Context: an optimization exercise on an open-source flow, tuned for small area, a short achievable clock period and few clock cycles per item. The choices shown serve that exercise and are no tape-out recipe.
Only simulation tests tie the RTL to the original design; equivalence was not proved.

==> flow/design.v <==
module radd(input [17:0] r, input [15:0] t, output reg [17:0] s);
  reg [9:0] th, s0, s1;
  reg       c, c0, c1;
  integer   i;
  always @(*) begin
    c = 1'b0;
    for (i = 0; i < 8; i = i + 1) begin
      s[i] = r[i] ^ t[i] ^ c;
      c    = (r[i] & t[i]) | (r[i] & c) | (t[i] & c);
    end
    th = {2'b00, t[15:8]};
    c0 = 1'b0;
    c1 = 1'b1;
    for (i = 0; i < 10; i = i + 1) begin
      s0[i] = r[8+i] ^ th[i] ^ c0;
      c0    = (r[8+i] & th[i]) | (r[8+i] & c0) | (th[i] & c0);
      s1[i] = r[8+i] ^ th[i] ^ c1;
      c1    = (r[8+i] & th[i]) | (r[8+i] & c1) | (th[i] & c1);
    end
    s[17:8] = c ? s1 : s0;
  end
endmodule
module mulb(input [7:0] one, input [7:0] two, input [7:0] neg, input [7:0] negn, input one8,
  input [15:0] b, output reg [31:0] s0, output reg [31:0] s1);
  wire [17:0] bx = {1'b0, b, 1'b0};    
  reg m0_0, m0_1, m0_2, m0_3, m0_4, m0_5, m0_6, m0_7, m0_8, m0_9, m0_10, m0_11, m0_12, m0_13, m0_14, m0_15;
  reg m0_16, m1_0, m1_1, m1_2, m1_3, m1_4, m1_5, m1_6, m1_7, m1_8, m1_9, m1_10, m1_11, m1_12, m1_13, m1_14;
  reg m1_15, m1_16, m2_0, m2_1, m2_2, m2_3, m2_4, m2_5, m2_6, m2_7, m2_8, m2_9, m2_10, m2_11, m2_12, m2_13;
  reg m2_14, m2_15, m2_16, m3_0, m3_1, m3_2, m3_3, m3_4, m3_5, m3_6, m3_7, m3_8, m3_9, m3_10, m3_11, m3_12;
  reg m3_13, m3_14, m3_15, m3_16, m4_0, m4_1, m4_2, m4_3, m4_4, m4_5, m4_6, m4_7, m4_8, m4_9, m4_10, m4_11;
  reg m4_12, m4_13, m4_14, m4_15, m4_16, m5_0, m5_1, m5_2, m5_3, m5_4, m5_5, m5_6, m5_7, m5_8, m5_9, m5_10;
  reg m5_11, m5_12, m5_13, m5_14, m5_15, m5_16, m6_0, m6_1, m6_2, m6_3, m6_4, m6_5, m6_6, m6_7, m6_8, m6_9;
  reg m6_10, m6_11, m6_12, m6_13, m6_14, m6_15, m6_16, m7_0, m7_1, m7_2, m7_3, m7_4, m7_5, m7_6, m7_7, m7_8;
  reg m7_9, m7_10, m7_11, m7_12, m7_13, m7_14, m7_15, m7_16, w1, w2, w3, w4, w5, w6, w7, w8;
  reg w9, w10, w11, w12, w13, w14, w15, w16, w17, w18, w19, w20, w21, w22, w23, w24;
  reg w25, w26, w27, w28, w29, w30, w31, w32, w33, w34, w35, w36, w37, w38, w39, w40;
  reg w41, w42, w43, w44, w45, w46, w47, w48, w49, w50, w51, w52, w53, w54, w55, w56;
  reg w57, w58, w59, w60, w61, w62, w63, w64, w65, w66, w67, w68, w69, w70, w71, w72;
  reg w73, w74, w75, w76, w77, w78, w79, w80, w81, w82, w83, w84, w85, w86, w87, w88;
  reg w89, w90, w91, w92, w93, w94, w95, w96, w97, w98, w99, w100, w101, w102, w103, w104;
  reg w105, w106, w107, w108, w109, w110, w111, w112, w113, w114, w115, w116, w117, w118, w119, w120;
  reg w121, w122, w123, w124, w125, w126, w127, w128, w129, w130, w131, w132, w133, w134, w135, w136;
  reg w137, w138, w139, w140, w141, w142, w143, w144, w145, w146, w147, w148, w149, w150, w151, w152;
  reg w153, w154, w155, w156, w157, w158, w159, w160, w161, w162, w163, w164, w165, w166, w167, w168;
  reg w169, w170, w171, w172, w173, w174, w175, w176, w177, w178, w179, w180, w181, w182, w183, w184;
  reg w185, w186, w187, w188, w189, w190, w191, w192, w193, w194, w195, w196, w197, w198, w199, w200;
  reg w201, w202, w203, w204, w205, w206, w207, w208, w209, w210, w211, w212, w213, w214, w215, w216;
  reg w217, w218, w219, w220, w221, w222, w223, w224, w225, w226, w227, w228, w229, w230, w231, w232;
  reg w233, w234, w235, w236, w237, w238, w239, w240, w241, w242, w243, w244, w245, w246, w247, w248;
  reg w249, w250, w251, w252, w253, w254, w255, w256, w257, w258, w259, w260, w261, w262, w263, w264;
  always @(*) begin
    m0_0 = ((one[0] & bx[1]) | (two[0] & bx[0])) ^ neg[0];
    m0_1 = ((one[0] & bx[2]) | (two[0] & bx[1])) ^ neg[0];
    m0_2 = ((one[0] & bx[3]) | (two[0] & bx[2])) ^ neg[0];
    m0_3 = ((one[0] & bx[4]) | (two[0] & bx[3])) ^ neg[0];
    m0_4 = ((one[0] & bx[5]) | (two[0] & bx[4])) ^ neg[0];
    m0_5 = ((one[0] & bx[6]) | (two[0] & bx[5])) ^ neg[0];
    m0_6 = ((one[0] & bx[7]) | (two[0] & bx[6])) ^ neg[0];
    m0_7 = ((one[0] & bx[8]) | (two[0] & bx[7])) ^ neg[0];
    m0_8 = ((one[0] & bx[9]) | (two[0] & bx[8])) ^ neg[0];
    m0_9 = ((one[0] & bx[10]) | (two[0] & bx[9])) ^ ~negn[0];
    m0_10 = ((one[0] & bx[11]) | (two[0] & bx[10])) ^ ~negn[0];
    m0_11 = ((one[0] & bx[12]) | (two[0] & bx[11])) ^ ~negn[0];
    m0_12 = ((one[0] & bx[13]) | (two[0] & bx[12])) ^ ~negn[0];
    m0_13 = ((one[0] & bx[14]) | (two[0] & bx[13])) ^ ~negn[0];
    m0_14 = ((one[0] & bx[15]) | (two[0] & bx[14])) ^ ~negn[0];
    m0_15 = ((one[0] & bx[16]) | (two[0] & bx[15])) ^ ~negn[0];
    m0_16 = ((one[0] & bx[17]) | (two[0] & bx[16])) ^ ~negn[0];
    m1_0 = ((one[1] & bx[1]) | (two[1] & bx[0])) ^ neg[1];
    m1_1 = ((one[1] & bx[2]) | (two[1] & bx[1])) ^ neg[1];
    m1_2 = ((one[1] & bx[3]) | (two[1] & bx[2])) ^ neg[1];
    m1_3 = ((one[1] & bx[4]) | (two[1] & bx[3])) ^ neg[1];
    m1_4 = ((one[1] & bx[5]) | (two[1] & bx[4])) ^ neg[1];
    m1_5 = ((one[1] & bx[6]) | (two[1] & bx[5])) ^ neg[1];
    m1_6 = ((one[1] & bx[7]) | (two[1] & bx[6])) ^ neg[1];
    m1_7 = ((one[1] & bx[8]) | (two[1] & bx[7])) ^ neg[1];
    m1_8 = ((one[1] & bx[9]) | (two[1] & bx[8])) ^ neg[1];
    m1_9 = ((one[1] & bx[10]) | (two[1] & bx[9])) ^ ~negn[1];
    m1_10 = ((one[1] & bx[11]) | (two[1] & bx[10])) ^ ~negn[1];
    m1_11 = ((one[1] & bx[12]) | (two[1] & bx[11])) ^ ~negn[1];
    m1_12 = ((one[1] & bx[13]) | (two[1] & bx[12])) ^ ~negn[1];
    m1_13 = ((one[1] & bx[14]) | (two[1] & bx[13])) ^ ~negn[1];
    m1_14 = ((one[1] & bx[15]) | (two[1] & bx[14])) ^ ~negn[1];
    m1_15 = ((one[1] & bx[16]) | (two[1] & bx[15])) ^ ~negn[1];
    m1_16 = ((one[1] & bx[17]) | (two[1] & bx[16])) ^ ~negn[1];
    m2_0 = ((one[2] & bx[1]) | (two[2] & bx[0])) ^ neg[2];
    m2_1 = ((one[2] & bx[2]) | (two[2] & bx[1])) ^ neg[2];
    m2_2 = ((one[2] & bx[3]) | (two[2] & bx[2])) ^ neg[2];
    m2_3 = ((one[2] & bx[4]) | (two[2] & bx[3])) ^ neg[2];
    m2_4 = ((one[2] & bx[5]) | (two[2] & bx[4])) ^ neg[2];
    m2_5 = ((one[2] & bx[6]) | (two[2] & bx[5])) ^ neg[2];
    m2_6 = ((one[2] & bx[7]) | (two[2] & bx[6])) ^ neg[2];
    m2_7 = ((one[2] & bx[8]) | (two[2] & bx[7])) ^ neg[2];
    m2_8 = ((one[2] & bx[9]) | (two[2] & bx[8])) ^ neg[2];
    m2_9 = ((one[2] & bx[10]) | (two[2] & bx[9])) ^ ~negn[2];
    m2_10 = ((one[2] & bx[11]) | (two[2] & bx[10])) ^ ~negn[2];
    m2_11 = ((one[2] & bx[12]) | (two[2] & bx[11])) ^ ~negn[2];
    m2_12 = ((one[2] & bx[13]) | (two[2] & bx[12])) ^ ~negn[2];
    m2_13 = ((one[2] & bx[14]) | (two[2] & bx[13])) ^ ~negn[2];
    m2_14 = ((one[2] & bx[15]) | (two[2] & bx[14])) ^ ~negn[2];
    m2_15 = ((one[2] & bx[16]) | (two[2] & bx[15])) ^ ~negn[2];
    m2_16 = ((one[2] & bx[17]) | (two[2] & bx[16])) ^ ~negn[2];
    m3_0 = ((one[3] & bx[1]) | (two[3] & bx[0])) ^ neg[3];
    m3_1 = ((one[3] & bx[2]) | (two[3] & bx[1])) ^ neg[3];
    m3_2 = ((one[3] & bx[3]) | (two[3] & bx[2])) ^ neg[3];
    m3_3 = ((one[3] & bx[4]) | (two[3] & bx[3])) ^ neg[3];
    m3_4 = ((one[3] & bx[5]) | (two[3] & bx[4])) ^ neg[3];
    m3_5 = ((one[3] & bx[6]) | (two[3] & bx[5])) ^ neg[3];
    m3_6 = ((one[3] & bx[7]) | (two[3] & bx[6])) ^ neg[3];
    m3_7 = ((one[3] & bx[8]) | (two[3] & bx[7])) ^ neg[3];
    m3_8 = ((one[3] & bx[9]) | (two[3] & bx[8])) ^ neg[3];
    m3_9 = ((one[3] & bx[10]) | (two[3] & bx[9])) ^ ~negn[3];
    m3_10 = ((one[3] & bx[11]) | (two[3] & bx[10])) ^ ~negn[3];
    m3_11 = ((one[3] & bx[12]) | (two[3] & bx[11])) ^ ~negn[3];
    m3_12 = ((one[3] & bx[13]) | (two[3] & bx[12])) ^ ~negn[3];
    m3_13 = ((one[3] & bx[14]) | (two[3] & bx[13])) ^ ~negn[3];
    m3_14 = ((one[3] & bx[15]) | (two[3] & bx[14])) ^ ~negn[3];
    m3_15 = ((one[3] & bx[16]) | (two[3] & bx[15])) ^ ~negn[3];
    m3_16 = ((one[3] & bx[17]) | (two[3] & bx[16])) ^ ~negn[3];
    m4_0 = ((one[4] & bx[1]) | (two[4] & bx[0])) ^ neg[4];
    m4_1 = ((one[4] & bx[2]) | (two[4] & bx[1])) ^ neg[4];
    m4_2 = ((one[4] & bx[3]) | (two[4] & bx[2])) ^ neg[4];
    m4_3 = ((one[4] & bx[4]) | (two[4] & bx[3])) ^ neg[4];
    m4_4 = ((one[4] & bx[5]) | (two[4] & bx[4])) ^ neg[4];
    m4_5 = ((one[4] & bx[6]) | (two[4] & bx[5])) ^ neg[4];
    m4_6 = ((one[4] & bx[7]) | (two[4] & bx[6])) ^ neg[4];
    m4_7 = ((one[4] & bx[8]) | (two[4] & bx[7])) ^ neg[4];
    m4_8 = ((one[4] & bx[9]) | (two[4] & bx[8])) ^ neg[4];
    m4_9 = ((one[4] & bx[10]) | (two[4] & bx[9])) ^ ~negn[4];
    m4_10 = ((one[4] & bx[11]) | (two[4] & bx[10])) ^ ~negn[4];
    m4_11 = ((one[4] & bx[12]) | (two[4] & bx[11])) ^ ~negn[4];
    m4_12 = ((one[4] & bx[13]) | (two[4] & bx[12])) ^ ~negn[4];
    m4_13 = ((one[4] & bx[14]) | (two[4] & bx[13])) ^ ~negn[4];
    m4_14 = ((one[4] & bx[15]) | (two[4] & bx[14])) ^ ~negn[4];
    m4_15 = ((one[4] & bx[16]) | (two[4] & bx[15])) ^ ~negn[4];
    m4_16 = ((one[4] & bx[17]) | (two[4] & bx[16])) ^ ~negn[4];
    m5_0 = ((one[5] & bx[1]) | (two[5] & bx[0])) ^ neg[5];
    m5_1 = ((one[5] & bx[2]) | (two[5] & bx[1])) ^ neg[5];
    m5_2 = ((one[5] & bx[3]) | (two[5] & bx[2])) ^ neg[5];
    m5_3 = ((one[5] & bx[4]) | (two[5] & bx[3])) ^ neg[5];
    m5_4 = ((one[5] & bx[5]) | (two[5] & bx[4])) ^ neg[5];
    m5_5 = ((one[5] & bx[6]) | (two[5] & bx[5])) ^ neg[5];
    m5_6 = ((one[5] & bx[7]) | (two[5] & bx[6])) ^ neg[5];
    m5_7 = ((one[5] & bx[8]) | (two[5] & bx[7])) ^ neg[5];
    m5_8 = ((one[5] & bx[9]) | (two[5] & bx[8])) ^ neg[5];
    m5_9 = ((one[5] & bx[10]) | (two[5] & bx[9])) ^ ~negn[5];
    m5_10 = ((one[5] & bx[11]) | (two[5] & bx[10])) ^ ~negn[5];
    m5_11 = ((one[5] & bx[12]) | (two[5] & bx[11])) ^ ~negn[5];
    m5_12 = ((one[5] & bx[13]) | (two[5] & bx[12])) ^ ~negn[5];
    m5_13 = ((one[5] & bx[14]) | (two[5] & bx[13])) ^ ~negn[5];
    m5_14 = ((one[5] & bx[15]) | (two[5] & bx[14])) ^ ~negn[5];
    m5_15 = ((one[5] & bx[16]) | (two[5] & bx[15])) ^ ~negn[5];
    m5_16 = ((one[5] & bx[17]) | (two[5] & bx[16])) ^ ~negn[5];
    m6_0 = ((one[6] & bx[1]) | (two[6] & bx[0])) ^ neg[6];
    m6_1 = ((one[6] & bx[2]) | (two[6] & bx[1])) ^ neg[6];
    m6_2 = ((one[6] & bx[3]) | (two[6] & bx[2])) ^ neg[6];
    m6_3 = ((one[6] & bx[4]) | (two[6] & bx[3])) ^ neg[6];
    m6_4 = ((one[6] & bx[5]) | (two[6] & bx[4])) ^ neg[6];
    m6_5 = ((one[6] & bx[6]) | (two[6] & bx[5])) ^ neg[6];
    m6_6 = ((one[6] & bx[7]) | (two[6] & bx[6])) ^ neg[6];
    m6_7 = ((one[6] & bx[8]) | (two[6] & bx[7])) ^ neg[6];
    m6_8 = ((one[6] & bx[9]) | (two[6] & bx[8])) ^ neg[6];
    m6_9 = ((one[6] & bx[10]) | (two[6] & bx[9])) ^ ~negn[6];
    m6_10 = ((one[6] & bx[11]) | (two[6] & bx[10])) ^ ~negn[6];
    m6_11 = ((one[6] & bx[12]) | (two[6] & bx[11])) ^ ~negn[6];
    m6_12 = ((one[6] & bx[13]) | (two[6] & bx[12])) ^ ~negn[6];
    m6_13 = ((one[6] & bx[14]) | (two[6] & bx[13])) ^ ~negn[6];
    m6_14 = ((one[6] & bx[15]) | (two[6] & bx[14])) ^ ~negn[6];
    m6_15 = ((one[6] & bx[16]) | (two[6] & bx[15])) ^ ~negn[6];
    m6_16 = ((one[6] & bx[17]) | (two[6] & bx[16])) ^ ~negn[6];
    m7_0 = ((one[7] & bx[1]) | (two[7] & bx[0])) ^ neg[7];
    m7_1 = ((one[7] & bx[2]) | (two[7] & bx[1])) ^ neg[7];
    m7_2 = ((one[7] & bx[3]) | (two[7] & bx[2])) ^ neg[7];
    m7_3 = ((one[7] & bx[4]) | (two[7] & bx[3])) ^ neg[7];
    m7_4 = ((one[7] & bx[5]) | (two[7] & bx[4])) ^ neg[7];
    m7_5 = ((one[7] & bx[6]) | (two[7] & bx[5])) ^ neg[7];
    m7_6 = ((one[7] & bx[7]) | (two[7] & bx[6])) ^ neg[7];
    m7_7 = ((one[7] & bx[8]) | (two[7] & bx[7])) ^ neg[7];
    m7_8 = ((one[7] & bx[9]) | (two[7] & bx[8])) ^ neg[7];
    m7_9 = ((one[7] & bx[10]) | (two[7] & bx[9])) ^ ~negn[7];
    m7_10 = ((one[7] & bx[11]) | (two[7] & bx[10])) ^ ~negn[7];
    m7_11 = ((one[7] & bx[12]) | (two[7] & bx[11])) ^ ~negn[7];
    m7_12 = ((one[7] & bx[13]) | (two[7] & bx[12])) ^ ~negn[7];
    m7_13 = ((one[7] & bx[14]) | (two[7] & bx[13])) ^ ~negn[7];
    m7_14 = ((one[7] & bx[15]) | (two[7] & bx[14])) ^ ~negn[7];
    m7_15 = ((one[7] & bx[16]) | (two[7] & bx[15])) ^ ~negn[7];
    m7_16 = ((one[7] & bx[17]) | (two[7] & bx[16])) ^ ~negn[7];
    w1 = m0_10 ^ m1_8;
    w2 = m0_10 & m1_8;
    w3 = m0_11 ^ m1_9;
    w4 = m0_11 & m1_9;
    w5 = m0_12 ^ m1_10 ^ m2_8;
    w6 = (m0_12 & m1_10) | (m0_12 & m2_8) | (m1_10 & m2_8);
    w7 = m3_6 ^ m4_4;
    w8 = m3_6 & m4_4;
    w9 = m0_13 ^ m1_11 ^ m2_9;
    w10 = (m0_13 & m1_11) | (m0_13 & m2_9) | (m1_11 & m2_9);
    w11 = m3_7 ^ m4_5;
    w12 = m3_7 & m4_5;
    w13 = m0_14 ^ m1_12 ^ m2_10;
    w14 = (m0_14 & m1_12) | (m0_14 & m2_10) | (m1_12 & m2_10);
    w15 = m3_8 ^ m4_6 ^ m5_4;
    w16 = (m3_8 & m4_6) | (m3_8 & m5_4) | (m4_6 & m5_4);
    w17 = m6_2 ^ m7_0;
    w18 = m6_2 & m7_0;
    w19 = m0_15 ^ m1_13 ^ m2_11;
    w20 = (m0_15 & m1_13) | (m0_15 & m2_11) | (m1_13 & m2_11);
    w21 = m3_9 ^ m4_7 ^ m5_5;
    w22 = (m3_9 & m4_7) | (m3_9 & m5_5) | (m4_7 & m5_5);
    w23 = m6_3 ^ m7_1;
    w24 = m6_3 & m7_1;
    w25 = m0_16 ^ m1_14 ^ m2_12;
    w26 = (m0_16 & m1_14) | (m0_16 & m2_12) | (m1_14 & m2_12);
    w27 = m3_10 ^ m4_8 ^ m5_6;
    w28 = (m3_10 & m4_8) | (m3_10 & m5_6) | (m4_8 & m5_6);
    w29 = m6_4 ^ m7_2 ^ (one8 & b[0]);
    w30 = (m6_4 & m7_2) | (m6_4 & (one8 & b[0])) | (m7_2 & (one8 & b[0]));
    w31 = m1_15 ^ m2_13 ^ m3_11;
    w32 = (m1_15 & m2_13) | (m1_15 & m3_11) | (m2_13 & m3_11);
    w33 = m4_9 ^ m5_7 ^ m6_5;
    w34 = (m4_9 & m5_7) | (m4_9 & m6_5) | (m5_7 & m6_5);
    w35 = m7_3 ^ (one8 & b[1]) ^ neg[0];
    w36 = (m7_3 & (one8 & b[1])) | (m7_3 & neg[0]) | ((one8 & b[1]) & neg[0]);
    w37 = m1_16 ^ m2_14 ^ m3_12;
    w38 = (m1_16 & m2_14) | (m1_16 & m3_12) | (m2_14 & m3_12);
    w39 = m4_10 ^ m5_8 ^ m6_6;
    w40 = (m4_10 & m5_8) | (m4_10 & m6_6) | (m5_8 & m6_6);
    w41 = m7_4 ^ (one8 & b[2]) ^ neg[0];
    w42 = (m7_4 & (one8 & b[2])) | (m7_4 & neg[0]) | ((one8 & b[2]) & neg[0]);
    w43 = negn[1] ^ m2_15 ^ m3_13;
    w44 = (negn[1] & m2_15) | (negn[1] & m3_13) | (m2_15 & m3_13);
    w45 = m4_11 ^ m5_9 ^ m6_7;
    w46 = (m4_11 & m5_9) | (m4_11 & m6_7) | (m5_9 & m6_7);
    w47 = m7_5 ^ (one8 & b[3]) ^ negn[0];
    w48 = (m7_5 & (one8 & b[3])) | (m7_5 & negn[0]) | ((one8 & b[3]) & negn[0]);
    w49 = m2_16 ^ m3_14 ^ m4_12;
    w50 = (m2_16 & m3_14) | (m2_16 & m4_12) | (m3_14 & m4_12);
    w51 = m5_10 ^ m6_8 ^ m7_6;
    w52 = (m5_10 & m6_8) | (m5_10 & m7_6) | (m6_8 & m7_6);
    w53 = (one8 & b[4]) ^ 1'b1;
    w54 = (one8 & b[4]) & 1'b1;
    w55 = negn[2] ^ m3_15 ^ m4_13;
    w56 = (negn[2] & m3_15) | (negn[2] & m4_13) | (m3_15 & m4_13);
    w57 = m5_11 ^ m6_9 ^ m7_7;
    w58 = (m5_11 & m6_9) | (m5_11 & m7_7) | (m6_9 & m7_7);
    w59 = m3_16 ^ m4_14 ^ m5_12;
    w60 = (m3_16 & m4_14) | (m3_16 & m5_12) | (m4_14 & m5_12);
    w61 = m6_10 ^ m7_8;
    w62 = m6_10 & m7_8;
    w63 = negn[3] ^ m4_15 ^ m5_13;
    w64 = (negn[3] & m4_15) | (negn[3] & m5_13) | (m4_15 & m5_13);
    w65 = m4_16 ^ m5_14;
    w66 = m4_16 & m5_14;
    w67 = m0_6 ^ m1_4;
    w68 = m0_6 & m1_4;
    w69 = m0_7 ^ m1_5;
    w70 = m0_7 & m1_5;
    w71 = m0_8 ^ m1_6 ^ m2_4;
    w72 = (m0_8 & m1_6) | (m0_8 & m2_4) | (m1_6 & m2_4);
    w73 = m3_2 ^ m4_0;
    w74 = m3_2 & m4_0;
    w75 = m0_9 ^ m1_7 ^ m2_5;
    w76 = (m0_9 & m1_7) | (m0_9 & m2_5) | (m1_7 & m2_5);
    w77 = m3_3 ^ m4_1;
    w78 = m3_3 & m4_1;
    w79 = w1 ^ m2_6 ^ m3_4;
    w80 = (w1 & m2_6) | (w1 & m3_4) | (m2_6 & m3_4);
    w81 = m4_2 ^ m5_0 ^ neg[5];
    w82 = (m4_2 & m5_0) | (m4_2 & neg[5]) | (m5_0 & neg[5]);
    w83 = w2 ^ w3 ^ m2_7;
    w84 = (w2 & w3) | (w2 & m2_7) | (w3 & m2_7);
    w85 = m3_5 ^ m4_3 ^ m5_1;
    w86 = (m3_5 & m4_3) | (m3_5 & m5_1) | (m4_3 & m5_1);
    w87 = w4 ^ w5 ^ w7;
    w88 = (w4 & w5) | (w4 & w7) | (w5 & w7);
    w89 = m5_2 ^ m6_0 ^ neg[6];
    w90 = (m5_2 & m6_0) | (m5_2 & neg[6]) | (m6_0 & neg[6]);
    w91 = w6 ^ w8 ^ w9;
    w92 = (w6 & w8) | (w6 & w9) | (w8 & w9);
    w93 = w11 ^ m5_3 ^ m6_1;
    w94 = (w11 & m5_3) | (w11 & m6_1) | (m5_3 & m6_1);
    w95 = w10 ^ w12 ^ w13;
    w96 = (w10 & w12) | (w10 & w13) | (w12 & w13);
    w97 = w15 ^ w17 ^ neg[7];
    w98 = (w15 & w17) | (w15 & neg[7]) | (w17 & neg[7]);
    w99 = w14 ^ w16 ^ w18;
    w100 = (w14 & w16) | (w14 & w18) | (w16 & w18);
    w101 = w19 ^ w21 ^ w23;
    w102 = (w19 & w21) | (w19 & w23) | (w21 & w23);
    w103 = w20 ^ w22 ^ w24;
    w104 = (w20 & w22) | (w20 & w24) | (w22 & w24);
    w105 = w25 ^ w27 ^ w29;
    w106 = (w25 & w27) | (w25 & w29) | (w27 & w29);
    w107 = w26 ^ w28 ^ w30;
    w108 = (w26 & w28) | (w26 & w30) | (w28 & w30);
    w109 = w31 ^ w33 ^ w35;
    w110 = (w31 & w33) | (w31 & w35) | (w33 & w35);
    w111 = w32 ^ w34 ^ w36;
    w112 = (w32 & w34) | (w32 & w36) | (w34 & w36);
    w113 = w37 ^ w39 ^ w41;
    w114 = (w37 & w39) | (w37 & w41) | (w39 & w41);
    w115 = w38 ^ w40 ^ w42;
    w116 = (w38 & w40) | (w38 & w42) | (w40 & w42);
    w117 = w43 ^ w45 ^ w47;
    w118 = (w43 & w45) | (w43 & w47) | (w45 & w47);
    w119 = w44 ^ w46 ^ w48;
    w120 = (w44 & w46) | (w44 & w48) | (w46 & w48);
    w121 = w49 ^ w51 ^ w53;
    w122 = (w49 & w51) | (w49 & w53) | (w51 & w53);
    w123 = w50 ^ w52 ^ w54;
    w124 = (w50 & w52) | (w50 & w54) | (w52 & w54);
    w125 = w55 ^ w57 ^ (one8 & b[5]);
    w126 = (w55 & w57) | (w55 & (one8 & b[5])) | (w57 & (one8 & b[5]));
    w127 = w56 ^ w58 ^ w59;
    w128 = (w56 & w58) | (w56 & w59) | (w58 & w59);
    w129 = w61 ^ (one8 & b[6]) ^ 1'b1;
    w130 = (w61 & (one8 & b[6])) | (w61 & 1'b1) | ((one8 & b[6]) & 1'b1);
    w131 = w60 ^ w62 ^ w63;
    w132 = (w60 & w62) | (w60 & w63) | (w62 & w63);
    w133 = m6_11 ^ m7_9 ^ (one8 & b[7]);
    w134 = (m6_11 & m7_9) | (m6_11 & (one8 & b[7])) | (m7_9 & (one8 & b[7]));
    w135 = w64 ^ w65 ^ m6_12;
    w136 = (w64 & w65) | (w64 & m6_12) | (w65 & m6_12);
    w137 = m7_10 ^ (one8 & b[8]) ^ 1'b1;
    w138 = (m7_10 & (one8 & b[8])) | (m7_10 & 1'b1) | ((one8 & b[8]) & 1'b1);
    w139 = w66 ^ negn[4] ^ m5_15;
    w140 = (w66 & negn[4]) | (w66 & m5_15) | (negn[4] & m5_15);
    w141 = m6_13 ^ m7_11 ^ (one8 & b[9]);
    w142 = (m6_13 & m7_11) | (m6_13 & (one8 & b[9])) | (m7_11 & (one8 & b[9]));
    w143 = m5_16 ^ m6_14 ^ m7_12;
    w144 = (m5_16 & m6_14) | (m5_16 & m7_12) | (m6_14 & m7_12);
    w145 = (one8 & b[10]) ^ 1'b1;
    w146 = (one8 & b[10]) & 1'b1;
    w147 = negn[5] ^ m6_15 ^ m7_13;
    w148 = (negn[5] & m6_15) | (negn[5] & m7_13) | (m6_15 & m7_13);
    w149 = m6_16 ^ m7_14;
    w150 = m6_16 & m7_14;
    w151 = m0_4 ^ m1_2;
    w152 = m0_4 & m1_2;
    w153 = m0_5 ^ m1_3;
    w154 = m0_5 & m1_3;
    w155 = w67 ^ m2_2 ^ m3_0;
    w156 = (w67 & m2_2) | (w67 & m3_0) | (m2_2 & m3_0);
    w157 = w68 ^ w69 ^ m2_3;
    w158 = (w68 & w69) | (w68 & m2_3) | (w69 & m2_3);
    w159 = w70 ^ w71 ^ w73;
    w160 = (w70 & w71) | (w70 & w73) | (w71 & w73);
    w161 = w72 ^ w74 ^ w75;
    w162 = (w72 & w74) | (w72 & w75) | (w74 & w75);
    w163 = w76 ^ w78 ^ w79;
    w164 = (w76 & w78) | (w76 & w79) | (w78 & w79);
    w165 = w80 ^ w82 ^ w83;
    w166 = (w80 & w82) | (w80 & w83) | (w82 & w83);
    w167 = w84 ^ w86 ^ w87;
    w168 = (w84 & w86) | (w84 & w87) | (w86 & w87);
    w169 = w88 ^ w90 ^ w91;
    w170 = (w88 & w90) | (w88 & w91) | (w90 & w91);
    w171 = w92 ^ w94 ^ w95;
    w172 = (w92 & w94) | (w92 & w95) | (w94 & w95);
    w173 = w96 ^ w98 ^ w99;
    w174 = (w96 & w98) | (w96 & w99) | (w98 & w99);
    w175 = w100 ^ w102 ^ w103;
    w176 = (w100 & w102) | (w100 & w103) | (w102 & w103);
    w177 = w104 ^ w106 ^ w107;
    w178 = (w104 & w106) | (w104 & w107) | (w106 & w107);
    w179 = w108 ^ w110 ^ w111;
    w180 = (w108 & w110) | (w108 & w111) | (w110 & w111);
    w181 = w112 ^ w114 ^ w115;
    w182 = (w112 & w114) | (w112 & w115) | (w114 & w115);
    w183 = w116 ^ w118 ^ w119;
    w184 = (w116 & w118) | (w116 & w119) | (w118 & w119);
    w185 = w120 ^ w122 ^ w123;
    w186 = (w120 & w122) | (w120 & w123) | (w122 & w123);
    w187 = w124 ^ w126 ^ w127;
    w188 = (w124 & w126) | (w124 & w127) | (w126 & w127);
    w189 = w128 ^ w130 ^ w131;
    w190 = (w128 & w130) | (w128 & w131) | (w130 & w131);
    w191 = w132 ^ w134 ^ w135;
    w192 = (w132 & w134) | (w132 & w135) | (w134 & w135);
    w193 = w136 ^ w138 ^ w139;
    w194 = (w136 & w138) | (w136 & w139) | (w138 & w139);
    w195 = w140 ^ w142 ^ w143;
    w196 = (w140 & w142) | (w140 & w143) | (w142 & w143);
    w197 = w144 ^ w146 ^ w147;
    w198 = (w144 & w146) | (w144 & w147) | (w146 & w147);
    w199 = w148 ^ w149 ^ (one8 & b[12]);
    w200 = (w148 & w149) | (w148 & (one8 & b[12])) | (w149 & (one8 & b[12]));
    w201 = w150 ^ negn[6] ^ m7_15;
    w202 = (w150 & negn[6]) | (w150 & m7_15) | (negn[6] & m7_15);
    w203 = m7_16 ^ (one8 & b[14]);
    w204 = m7_16 & (one8 & b[14]);
    w205 = m0_2 ^ m1_0;
    w206 = m0_2 & m1_0;
    w207 = m0_3 ^ m1_1;
    w208 = m0_3 & m1_1;
    w209 = w151 ^ m2_0 ^ neg[2];
    w210 = (w151 & m2_0) | (w151 & neg[2]) | (m2_0 & neg[2]);
    w211 = w152 ^ w153 ^ m2_1;
    w212 = (w152 & w153) | (w152 & m2_1) | (w153 & m2_1);
    w213 = w154 ^ w155 ^ neg[3];
    w214 = (w154 & w155) | (w154 & neg[3]) | (w155 & neg[3]);
    w215 = w156 ^ w157 ^ m3_1;
    w216 = (w156 & w157) | (w156 & m3_1) | (w157 & m3_1);
    w217 = w158 ^ w159 ^ neg[4];
    w218 = (w158 & w159) | (w158 & neg[4]) | (w159 & neg[4]);
    w219 = w160 ^ w161 ^ w77;
    w220 = (w160 & w161) | (w160 & w77) | (w161 & w77);
    w221 = w162 ^ w163 ^ w81;
    w222 = (w162 & w163) | (w162 & w81) | (w163 & w81);
    w223 = w164 ^ w165 ^ w85;
    w224 = (w164 & w165) | (w164 & w85) | (w165 & w85);
    w225 = w166 ^ w167 ^ w89;
    w226 = (w166 & w167) | (w166 & w89) | (w167 & w89);
    w227 = w168 ^ w169 ^ w93;
    w228 = (w168 & w169) | (w168 & w93) | (w169 & w93);
    w229 = w170 ^ w171 ^ w97;
    w230 = (w170 & w171) | (w170 & w97) | (w171 & w97);
    w231 = w172 ^ w173 ^ w101;
    w232 = (w172 & w173) | (w172 & w101) | (w173 & w101);
    w233 = w174 ^ w175 ^ w105;
    w234 = (w174 & w175) | (w174 & w105) | (w175 & w105);
    w235 = w176 ^ w177 ^ w109;
    w236 = (w176 & w177) | (w176 & w109) | (w177 & w109);
    w237 = w178 ^ w179 ^ w113;
    w238 = (w178 & w179) | (w178 & w113) | (w179 & w113);
    w239 = w180 ^ w181 ^ w117;
    w240 = (w180 & w181) | (w180 & w117) | (w181 & w117);
    w241 = w182 ^ w183 ^ w121;
    w242 = (w182 & w183) | (w182 & w121) | (w183 & w121);
    w243 = w184 ^ w185 ^ w125;
    w244 = (w184 & w185) | (w184 & w125) | (w185 & w125);
    w245 = w186 ^ w187 ^ w129;
    w246 = (w186 & w187) | (w186 & w129) | (w187 & w129);
    w247 = w188 ^ w189 ^ w133;
    w248 = (w188 & w189) | (w188 & w133) | (w189 & w133);
    w249 = w190 ^ w191 ^ w137;
    w250 = (w190 & w191) | (w190 & w137) | (w191 & w137);
    w251 = w192 ^ w193 ^ w141;
    w252 = (w192 & w193) | (w192 & w141) | (w193 & w141);
    w253 = w194 ^ w195 ^ w145;
    w254 = (w194 & w195) | (w194 & w145) | (w195 & w145);
    w255 = w196 ^ w197 ^ (one8 & b[11]);
    w256 = (w196 & w197) | (w196 & (one8 & b[11])) | (w197 & (one8 & b[11]));
    w257 = w198 ^ w199 ^ 1'b1;
    w258 = (w198 & w199) | (w198 & 1'b1) | (w199 & 1'b1);
    w259 = w200 ^ w201 ^ (one8 & b[13]);
    w260 = (w200 & w201) | (w200 & (one8 & b[13])) | (w201 & (one8 & b[13]));
    w261 = w202 ^ w203 ^ 1'b1;
    w262 = (w202 & w203) | (w202 & 1'b1) | (w203 & 1'b1);
    w263 = w204 ^ negn[7] ^ (one8 & b[15]);
    w264 = (w204 & negn[7]) | (w204 & (one8 & b[15])) | (negn[7] & (one8 & b[15]));
    s0[0] = m0_0;
    s1[0] = neg[0];
    s0[1] = m0_1;
    s1[1] = 1'b0;
    s0[2] = w205;
    s1[2] = neg[1];
    s0[3] = w206;
    s1[3] = w207;
    s0[4] = w208;
    s1[4] = w209;
    s0[5] = w210;
    s1[5] = w211;
    s0[6] = w212;
    s1[6] = w213;
    s0[7] = w214;
    s1[7] = w215;
    s0[8] = w216;
    s1[8] = w217;
    s0[9] = w218;
    s1[9] = w219;
    s0[10] = w220;
    s1[10] = w221;
    s0[11] = w222;
    s1[11] = w223;
    s0[12] = w224;
    s1[12] = w225;
    s0[13] = w226;
    s1[13] = w227;
    s0[14] = w228;
    s1[14] = w229;
    s0[15] = w230;
    s1[15] = w231;
    s0[16] = w232;
    s1[16] = w233;
    s0[17] = w234;
    s1[17] = w235;
    s0[18] = w236;
    s1[18] = w237;
    s0[19] = w238;
    s1[19] = w239;
    s0[20] = w240;
    s1[20] = w241;
    s0[21] = w242;
    s1[21] = w243;
    s0[22] = w244;
    s1[22] = w245;
    s0[23] = w246;
    s1[23] = w247;
    s0[24] = w248;
    s1[24] = w249;
    s0[25] = w250;
    s1[25] = w251;
    s0[26] = w252;
    s1[26] = w253;
    s0[27] = w254;
    s1[27] = w255;
    s0[28] = w256;
    s1[28] = w257;
    s0[29] = w258;
    s1[29] = w259;
    s0[30] = w260;
    s1[30] = w261;
    s0[31] = w262;
    s1[31] = w263;
  end
endmodule
module cpa32h(input [31:0] a, input [31:0] b, output reg [15:0] s,
  output reg c16, output reg c17, output reg c18, output reg c19);
  reg g0, p0, g1, p1, g2, p2, g3, p3, g4, p4, g5, p5, g6, p6, g7, p7;
  reg g8, p8, g9, p9, g10, p10, g11, p11, g12, p12, g13, p13, g14, p14, g15, p15;
  reg g16, p16, g17, p17, g18, p18, g19, p19, g20, p20, g21, p21, g22, p22, g23, p23;
  reg g24, p24, g25, p25, g26, p26, g27, p27, g28, p28, g29, p29, g30, p30, g31, p31;
  reg G1, G2, P2, G3, P3, G4, P4, G5, P5, G6, P6, G7, P7, G8, P8, G9;
  reg G10, P10, G11, P11, G12, P12, G13, G14, P14, G15, G16, P16, G17, P17, G18, P18;
  reg G19, P19, G20, P20, G21, P21, G22, P22, G23, P23, G24, P24, G25, P25, G26, P26;
  reg G27, P27, G28, P28, G29, P29, G30, P30, G31, P31, G32, P32, G33, P33, G34, P34;
  reg G35, P35, G36, P36, G37, P37, G38, P38, G39, P39, G40, P40, G41, P41, G42, P42;
  reg G43, P43, G44, P44, G45, P45, G46, P46, G47, P47, c20, c21, c22, c23, c24, c25;
  reg c26, c27, c28, c29, c30, c31, c32;
  always @(*) begin
    g0 = a[0] & b[0];
    p0 = a[0] ^ b[0];
    g1 = a[1] & b[1];
    p1 = a[1] ^ b[1];
    g2 = a[2] & b[2];
    p2 = a[2] ^ b[2];
    g3 = a[3] & b[3];
    p3 = a[3] ^ b[3];
    g4 = a[4] & b[4];
    p4 = a[4] ^ b[4];
    g5 = a[5] & b[5];
    p5 = a[5] ^ b[5];
    g6 = a[6] & b[6];
    p6 = a[6] ^ b[6];
    g7 = a[7] & b[7];
    p7 = a[7] ^ b[7];
    g8 = a[8] & b[8];
    p8 = a[8] ^ b[8];
    g9 = a[9] & b[9];
    p9 = a[9] ^ b[9];
    g10 = a[10] & b[10];
    p10 = a[10] ^ b[10];
    g11 = a[11] & b[11];
    p11 = a[11] ^ b[11];
    g12 = a[12] & b[12];
    p12 = a[12] ^ b[12];
    g13 = a[13] & b[13];
    p13 = a[13] ^ b[13];
    g14 = a[14] & b[14];
    p14 = a[14] ^ b[14];
    g15 = a[15] & b[15];
    p15 = a[15] ^ b[15];
    g16 = a[16] & b[16];
    p16 = a[16] ^ b[16];
    g17 = a[17] & b[17];
    p17 = a[17] ^ b[17];
    g18 = a[18] & b[18];
    p18 = a[18] ^ b[18];
    g19 = a[19] & b[19];
    p19 = a[19] ^ b[19];
    g20 = a[20] & b[20];
    p20 = a[20] ^ b[20];
    g21 = a[21] & b[21];
    p21 = a[21] ^ b[21];
    g22 = a[22] & b[22];
    p22 = a[22] ^ b[22];
    g23 = a[23] & b[23];
    p23 = a[23] ^ b[23];
    g24 = a[24] & b[24];
    p24 = a[24] ^ b[24];
    g25 = a[25] & b[25];
    p25 = a[25] ^ b[25];
    g26 = a[26] & b[26];
    p26 = a[26] ^ b[26];
    g27 = a[27] & b[27];
    p27 = a[27] ^ b[27];
    g28 = a[28] & b[28];
    p28 = a[28] ^ b[28];
    g29 = a[29] & b[29];
    p29 = a[29] ^ b[29];
    g30 = a[30] & b[30];
    p30 = a[30] ^ b[30];
    g31 = a[31] & b[31];
    p31 = a[31] ^ b[31];
    G1 = g1 | (p1 & g0);
    G2 = g3 | (p3 & g2);
    P2 = p3 & p2;
    G3 = g5 | (p5 & g4);
    P3 = p5 & p4;
    G4 = g7 | (p7 & g6);
    P4 = p7 & p6;
    G5 = g9 | (p9 & g8);
    P5 = p9 & p8;
    G6 = g11 | (p11 & g10);
    P6 = p11 & p10;
    G7 = g13 | (p13 & g12);
    P7 = p13 & p12;
    G8 = g15 | (p15 & g14);
    P8 = p15 & p14;
    G9 = G2 | (P2 & G1);
    G10 = G4 | (P4 & G3);
    P10 = P4 & P3;
    G11 = G6 | (P6 & G5);
    P11 = P6 & P5;
    G12 = G8 | (P8 & G7);
    P12 = P8 & P7;
    G13 = G10 | (P10 & G9);
    G14 = G12 | (P12 & G11);
    P14 = P12 & P11;
    G15 = G14 | (P14 & G13);
    c16 = G15;
    G16 = g17 | (p17 & g16);
    P16 = p17 & p16;
    G17 = g19 | (p19 & g18);
    P17 = p19 & p18;
    G18 = g21 | (p21 & g20);
    P18 = p21 & p20;
    G19 = g23 | (p23 & g22);
    P19 = p23 & p22;
    G20 = g25 | (p25 & g24);
    P20 = p25 & p24;
    G21 = g27 | (p27 & g26);
    P21 = p27 & p26;
    G22 = g29 | (p29 & g28);
    P22 = p29 & p28;
    G23 = g31 | (p31 & g30);
    P23 = p31 & p30;
    G24 = g18 | (p18 & G16);
    P24 = p18 & P16;
    G25 = G17 | (P17 & G16);
    P25 = P17 & P16;
    G26 = g22 | (p22 & G18);
    P26 = p22 & P18;
    G27 = G19 | (P19 & G18);
    P27 = P19 & P18;
    G28 = g26 | (p26 & G20);
    P28 = p26 & P20;
    G29 = G21 | (P21 & G20);
    P29 = P21 & P20;
    G30 = g30 | (p30 & G22);
    P30 = p30 & P22;
    G31 = G23 | (P23 & G22);
    P31 = P23 & P22;
    G32 = g20 | (p20 & G25);
    P32 = p20 & P25;
    G33 = G18 | (P18 & G25);
    P33 = P18 & P25;
    G34 = G26 | (P26 & G25);
    P34 = P26 & P25;
    G35 = G27 | (P27 & G25);
    P35 = P27 & P25;
    G36 = g28 | (p28 & G29);
    P36 = p28 & P29;
    G37 = G22 | (P22 & G29);
    P37 = P22 & P29;
    G38 = G30 | (P30 & G29);
    P38 = P30 & P29;
    G39 = G31 | (P31 & G29);
    P39 = P31 & P29;
    G40 = g24 | (p24 & G35);
    P40 = p24 & P35;
    G41 = G20 | (P20 & G35);
    P41 = P20 & P35;
    G42 = G28 | (P28 & G35);
    P42 = P28 & P35;
    G43 = G29 | (P29 & G35);
    P43 = P29 & P35;
    G44 = G36 | (P36 & G35);
    P44 = P36 & P35;
    G45 = G37 | (P37 & G35);
    P45 = P37 & P35;
    G46 = G38 | (P38 & G35);
    P46 = P38 & P35;
    G47 = G39 | (P39 & G35);
    P47 = P39 & P35;
    c17 = g16 | (p16 & c16);
    c18 = G16 | (P16 & c16);
    c19 = G24 | (P24 & c16);
    c20 = G25 | (P25 & c16);
    c21 = G32 | (P32 & c16);
    c22 = G33 | (P33 & c16);
    c23 = G34 | (P34 & c16);
    c24 = G35 | (P35 & c16);
    c25 = G40 | (P40 & c16);
    c26 = G41 | (P41 & c16);
    c27 = G42 | (P42 & c16);
    c28 = G43 | (P43 & c16);
    c29 = G44 | (P44 & c16);
    c30 = G45 | (P45 & c16);
    c31 = G46 | (P46 & c16);
    c32 = G47 | (P47 & c16);
    s[0] = p16 ^ c16;
    s[1] = p17 ^ c17;
    s[2] = p18 ^ c18;
    s[3] = p19 ^ c19;
    s[4] = p20 ^ c20;
    s[5] = p21 ^ c21;
    s[6] = p22 ^ c22;
    s[7] = p23 ^ c23;
    s[8] = p24 ^ c24;
    s[9] = p25 ^ c25;
    s[10] = p26 ^ c26;
    s[11] = p27 ^ c27;
    s[12] = p28 ^ c28;
    s[13] = p29 ^ c29;
    s[14] = p30 ^ c30;
    s[15] = p31 ^ c31;
  end
endmodule
module Exponential(input clk, rst, start, input [15:0] x,
                   output done, output [1:0] intpart, output [15:0] fracpart);
  reg        busy;
  reg [3:0]  step;
  reg [7:0]  one, two, neg;    
  reg [7:0]  negn;             
  reg        one8;             
  reg [15:0] t;       
  reg [17:0] r;       
  reg        acc;     
  wire [31:0] p0, p1;
  mulb mul(.one(one), .two(two), .neg(neg), .negn(negn), .one8(one8), .b(t),
           .s0(p0), .s1(p1));
  wire [15:0] p;
  wire        c16, c17, c18, c19;
  cpa32h cpa(.a(p0), .b(p1), .s(p), .c16(c16), .c17(c17), .c18(c18), .c19(c19));
  reg [15:0] q;
  always @(*) begin
    case (step)
      4'd0:    q = {1'b0, p[15:1]};
      4'd3:    q = {2'b0, p[15:2]};
      4'd10:   q = {3'b0, p[15:3]};
      default: q = p;
    endcase
  end
  wire q_term = (step == 4'd0) | (step == 4'd2) | (step == 4'd3) | (step == 4'd5) |
                (step == 4'd7) | (step == 4'd9) | (step == 4'd10);
  reg [3:0] thr;
  always @(*) begin
    case (step)
      4'd0:    thr = 4'd2;
      4'd1:    thr = 4'd4;
      4'd2:    thr = 4'd3;
      4'd3:    thr = 4'd4;
      4'd4:    thr = 4'd6;
      4'd5:    thr = 4'd5;
      4'd6:    thr = 4'd7;
      4'd7:    thr = 4'd6;
      4'd8:    thr = 4'd8;
      4'd9:    thr = 4'd7;
      4'd10:   thr = 4'd8;
      default: thr = 4'd15;
    endcase
  end
  wire fin = (step == 4'd11) | ((t[15:4] == 12'd0) & (t[3:0] <= thr));
  wire go     = start & done;
  reg [15:0] y_next;
  always @(*) begin
    case (step)
      4'd1:    y_next = 16'h5555;
      4'd4:    y_next = 16'h3333;
      4'd6:    y_next = 16'h2AAA;
      4'd8:    y_next = 16'h2492;
      default: y_next = x;
    endcase
  end
  wire [15:0] y = go ? x : y_next;
  wire [16:0] ym = {y, 1'b0};    
  wire [7:0]  one_n, two_n, neg_n;
  genvar j;
  generate
    for (j = 0; j < 8; j = j + 1) begin : enc
      assign one_n[j] = ym[2*j+1] ^ ym[2*j];
      assign two_n[j] = (ym[2*j+2] & ~ym[2*j+1] & ~ym[2*j]) | (~ym[2*j+2] & ym[2*j+1] & ym[2*j]);
      assign neg_n[j] = ym[2*j+2];
    end
  endgenerate
  wire [17:0] rsum;
  radd ra(.r(r), .t((acc & busy) ? t : 16'd0), .s(rsum));
  wire [3:0] tlo = (acc & busy) ? t[3:0] : 4'd0;
  assign {intpart, fracpart} = r + {14'd0, tlo};
  assign done = ~busy | fin;
  wire [15:0] bw;       
  wire [15:0] xd;       
  assign bw[1] = 1'b1;
  assign xd[0] = x[0];
  generate
    for (j = 1; j < 16; j = j + 1) begin : dec
      assign xd[j] = x[j] ^ bw[j];
      if (j < 15) begin : b
        assign bw[j+1] = bw[j] & ~x[j];
      end
    end
  endgenerate
  assign bw[0] = 1'b0;
  wire [15:0] t0 = (bw[15] & ~x[15]) ? 16'd0 : xd;
  always @(posedge clk or posedge rst) begin
    if (rst)
      busy <= 1'b0;
    else if (go)
      busy <= 1'b1;
    else if (fin)
      busy <= 1'b0;
  end
  always @(posedge clk) begin
    step <= go ? 4'd0 : step + 4'd1;
    one  <= one_n;
    two  <= two_n;
    neg  <= neg_n;
    negn <= ~neg_n;
    one8 <= y[15];
    t    <= go ? t0 : q;
    acc  <= go | q_term;
    r    <= go ? 18'h0FFFF : rsum;
  end
endmodule
==> flow/run.sh <==
#!/bin/bash
# synth_recipe.tcl (not shown) runs the flow's synth.tcl, then flattens the netlist and writes it again
# the make line also repeats each setting of config.mk as NAME=value (left out here)
make -C /OpenROAD-flow-scripts/flow DESIGN_CONFIG=/design/flow/config.mk WORK_HOME=/design/flow/orfs CLKGATE_MAP_FILE= SYNTH_SCRIPT=/design/flow/synth_recipe.tcl finish
==> flow/config.mk <==
export PLATFORM = sky130hd
export DESIGN_NAME = Exponential
export DESIGN_NICKNAME = Exponential
export VERILOG_FILES = /design/flow/design.v
export SDC_FILE = /design/flow/constraint.sdc
export NUM_CORES = 4
export LEC_CHECK = 0
export CAP_MARGIN = 20
export CORE_MARGIN = 2
export CORE_UTILIZATION = 60
export CTS_BUF_LIST = sky130_fd_sc_hd__clkbuf_4 sky130_fd_sc_hd__clkbuf_8
export CTS_CLUSTER_SIZE = 40
export SETUP_SLACK_MARGIN = 3.25
export SLEW_MARGIN = 20
==> flow/constraint.sdc <==
create_clock -name core_clock -period 9.0 [get_ports {clk}]
set_input_delay 1.8000 -clock core_clock [delete_from_list [all_inputs] [get_ports {clk}]]
set_output_delay 1.8000 -clock core_clock [all_outputs]
set_load 0.01 [all_outputs]
==> results.txt <==
-- final cells by class --
cell class              instances  area (um2)  area share (%)
multi-input cells             885        8190            71.6
flip-flops and latches         76        1610            14.1
inverters                     170         641            5.60
repair buffers                 55         526            4.60
well taps                     225         282            2.46
clock buffers                   9         124            1.08
clock inverters                 7        65.1           0.569
-- cells by family (layout without fill, tap and decap cells) --
kind of cell               after synthesis  after routing  synth area share (%)
muxes                                   12             12                  1.14
xor gates and xnor gates               177            177                  14.6
adders and majority gates              198            198                  31.0
AOI/OAI and AO/OA                      267            267                  18.7
DFF                                     76             76                  14.3
and+or+nand+nor                        231            231                  10.7
buffers and inverters                  268            241                  9.62
-- critical path, stage by stage, from the launching register on --
cell	delay, ns
dfxtp_1	0.80
xor2_1	0.19
fa_1	0.52
fa_1	0.40
fa_1	0.51
inv_1	0.05
fa_1	0.45
ha_1	0.36
a21o_1	0.20
a21o_1	0.17
a21o_1	0.26
or3_1	0.37
o21a_1	0.24
o311a_4	0.42
o221a_1	0.26
a32oi_2	0.29
-- synthesized netlist by cell type (8+ instances only) --
cell	number
a211oi_1	8
a21o_1	11
a21oi_1	26
a22oi_1	124
and2_1	15
and3_1	17
buf_1	10
clkbuf_1	79
dfxtp_1	75
fa_1	110
ha_1	86
inv_1	166
mux2i_1	11
nand2_1	64
nand2b_1	20
nand3_1	20
nor2_1	47
nor2b_1	8
nor3_1	11
o21a_1	9
o21ai_0	22
o22ai_1	10
or3_1	9
xnor2_1	119
xor2_1	58
-- metrics by stage --
step | hold WS, ns | util (%)
6_report | 0.512 | 65.9
3_5_place_dp | 0.498 | 63.3
2_1_floorplan | 0.456 | -
3_3_place_gp | 0.491 | 63.3
4_1_cts | 0.521 | 64.9
5_1_grt | 0.542 | 65.9
-- worst max-delay path by stage --
stage | from | to
2_1_floorplan | t[0] | r[16]
3_3_place_gp | t[10] | t[7]
3_5_place_dp | t[10] | t[7]
4_1_cts | neg[4] | t[7]
5_1_grt | t[0] | r[17]
6_report | neg[6] | t[12]
-- per-layer routing --
| layer | up-vias | GRT usage [%] | wire (um) |
|---|---|---|---|
| met5 | - | 0 | 0 |
| met4 | 0 | 8.82 | 513 |
| met3 | 55 | 5.37 | 2120 |
| met2 | 367 | 49.8 | 13500 |
| met1 | 4249 | 45.8 | 13100 |
| li1 | 4047 | - | - |
-- repair_timing --
action / 4_1_cts / 5_1_grt
setup endpoints to repair: 18 / 16
setup buffers: 3 / 5
resized for setup: 38 / 29
pin swaps: 2 / 4
hold endpoints to repair: 0 / 0
-- registers in the layout, summed over array words and instances (netlist names) --
signal  cells
acc         1
busy        1
neg         8
negn        8
one         8
r          18
step        4
t          16
thr         4
two         8
==> flow_summary.ini <==
[outcome]
outcome = no timing/DRC/antenna violations

[grt]
grt_pass1_wl_mm = 46.0
grt_antenna_before_repair = 0
grt.overflow.total = 0
grt_max_degree = 30
grt_pass1_vias = 8390
grt_use_total_pct = 31.9

[critical_path]
cp_max_fo = 9
end_kind = register
critPathKind = reg -> reg
reg2reg_slack_ns = 3.38
arrival_ns = 5.87
setup.worst_path.start_class = register
rr_endpoint = t[12]
timing.rr.start = neg[6]
reg2reg_depth = 15
cp_data_required_time_ns = 9.25

[final_layout]
final_area_um2 = 11400
nets = 1412
final_common_cell = inv_1
final_cell_mix = inv_1 (166), a22oi_1 (124), xnor2_1 (118), fa_1 (108), ha_1 (86)
drive_gt1_share_pct = 8.57
fillers = 1523
syn2layout_area_growth_pct = 7.32
final_cell_count_no_fill = 1427
antenna_cells = 0

[worst_hold_path]
min_path_cells = 1
worstHoldEndpoint = step[0]
hp-start = step[0]
worst_hold_path_type = reg -> reg

[logic_synthesis]
synth_top_area_share_pct = 20.7
syn-cell-area_um2 = 10700
synthCells = 1229
syn_area_per_cell_um2 = 8.67
synth_warnings = 4
synth_edf_count = 0
ys.flop_type = dfxtp_1
synth_area_leaders = fa_1 (21%), dfxtp_1 (14%), ha_1 (10%)
synth.distinct_cells = 71
yosys.area.top_type = fa_1
syn_nets = 1444
ys_ff_latch = 76
async_reset_ff_share_pct = 1.32
yosysSeqAreaShare_pct = 14.3

[clock_tree]
cts_tree = done
cts_root_buffer = clkbuf_8
clk_latency_ns = 0.37
cts_buffers = 9
hold_buffers = 0
clock_sinks = 76
cts_max_path_buffers = 2
clk_pin_slew_worst_paths_ns = 0.10
h-tree-depth = 3

[place]
dp_slack_ns = 2.80
gp_congestion = 0.915
dp_cells = 1403
port_buffers = 37
place_area_um2 = 11000
hpwl_mm = 21.7

[run]
drv_cap = 0

[floorplan]
core_area_um2 = 17400
ios = 38
die_h_um = 137
die_area_um2 = 18800
start_util_pct = 61.4
die-width_um = 137
rows = 48

[routing]
first_pass_iters = 6
drt-vias-per-instance = 6.11
ant_nets = 0
first_iter_violations = 851
wl_per_cell_um = 20.5
drc_errors = 0
vias = 8718
routed_wirelength_mm = 29.3

[sta]
drv_slew = 0
setup_slack_ns = 3.38
hold_viol = 0
setup_viol = 0
worst_slew_pin_slew_ns = 0.854
slew_headroom_pct = 42.6
fmax_mhz = 178
clock-skew-final_ns = 0.0215
fin_setup_tns_ns = 0
grt_setup_unrepaired = no
timing.final.crit_share_pct = 62.4
fin_crit_ns = 5.62

[pwr]
Testbench counts, summed over its fixed seeds: cycles 3,058, items 384.

## static timing again, ports no longer ideal
How much do the figures lean on ideal ports? The routed layout below was timed once more, with nothing changed but the port constraints.
Step 1 sets driving cells, clkbuf_16 on the clock port and buf_2 on the other inputs (assumed; they add their load-dependent delay and slew).
Step 2, shift: input delay + t, output delay - t, t = (earliest + latest rising clock arrival at the registers) / 2. This alone moves slack from input paths to output paths.
Three values: ideal ports, drivers, drivers and shift; two values: the first two.
t, ns: 0.396
setup slack, ns: 3.382 / 3.382 / 3.140
worst setup path at the end: input to register
After both steps this run still meets setup and hold. The setup slack of this run moves by 0.000 ns with the drivers and by -0.242 ns with both steps.
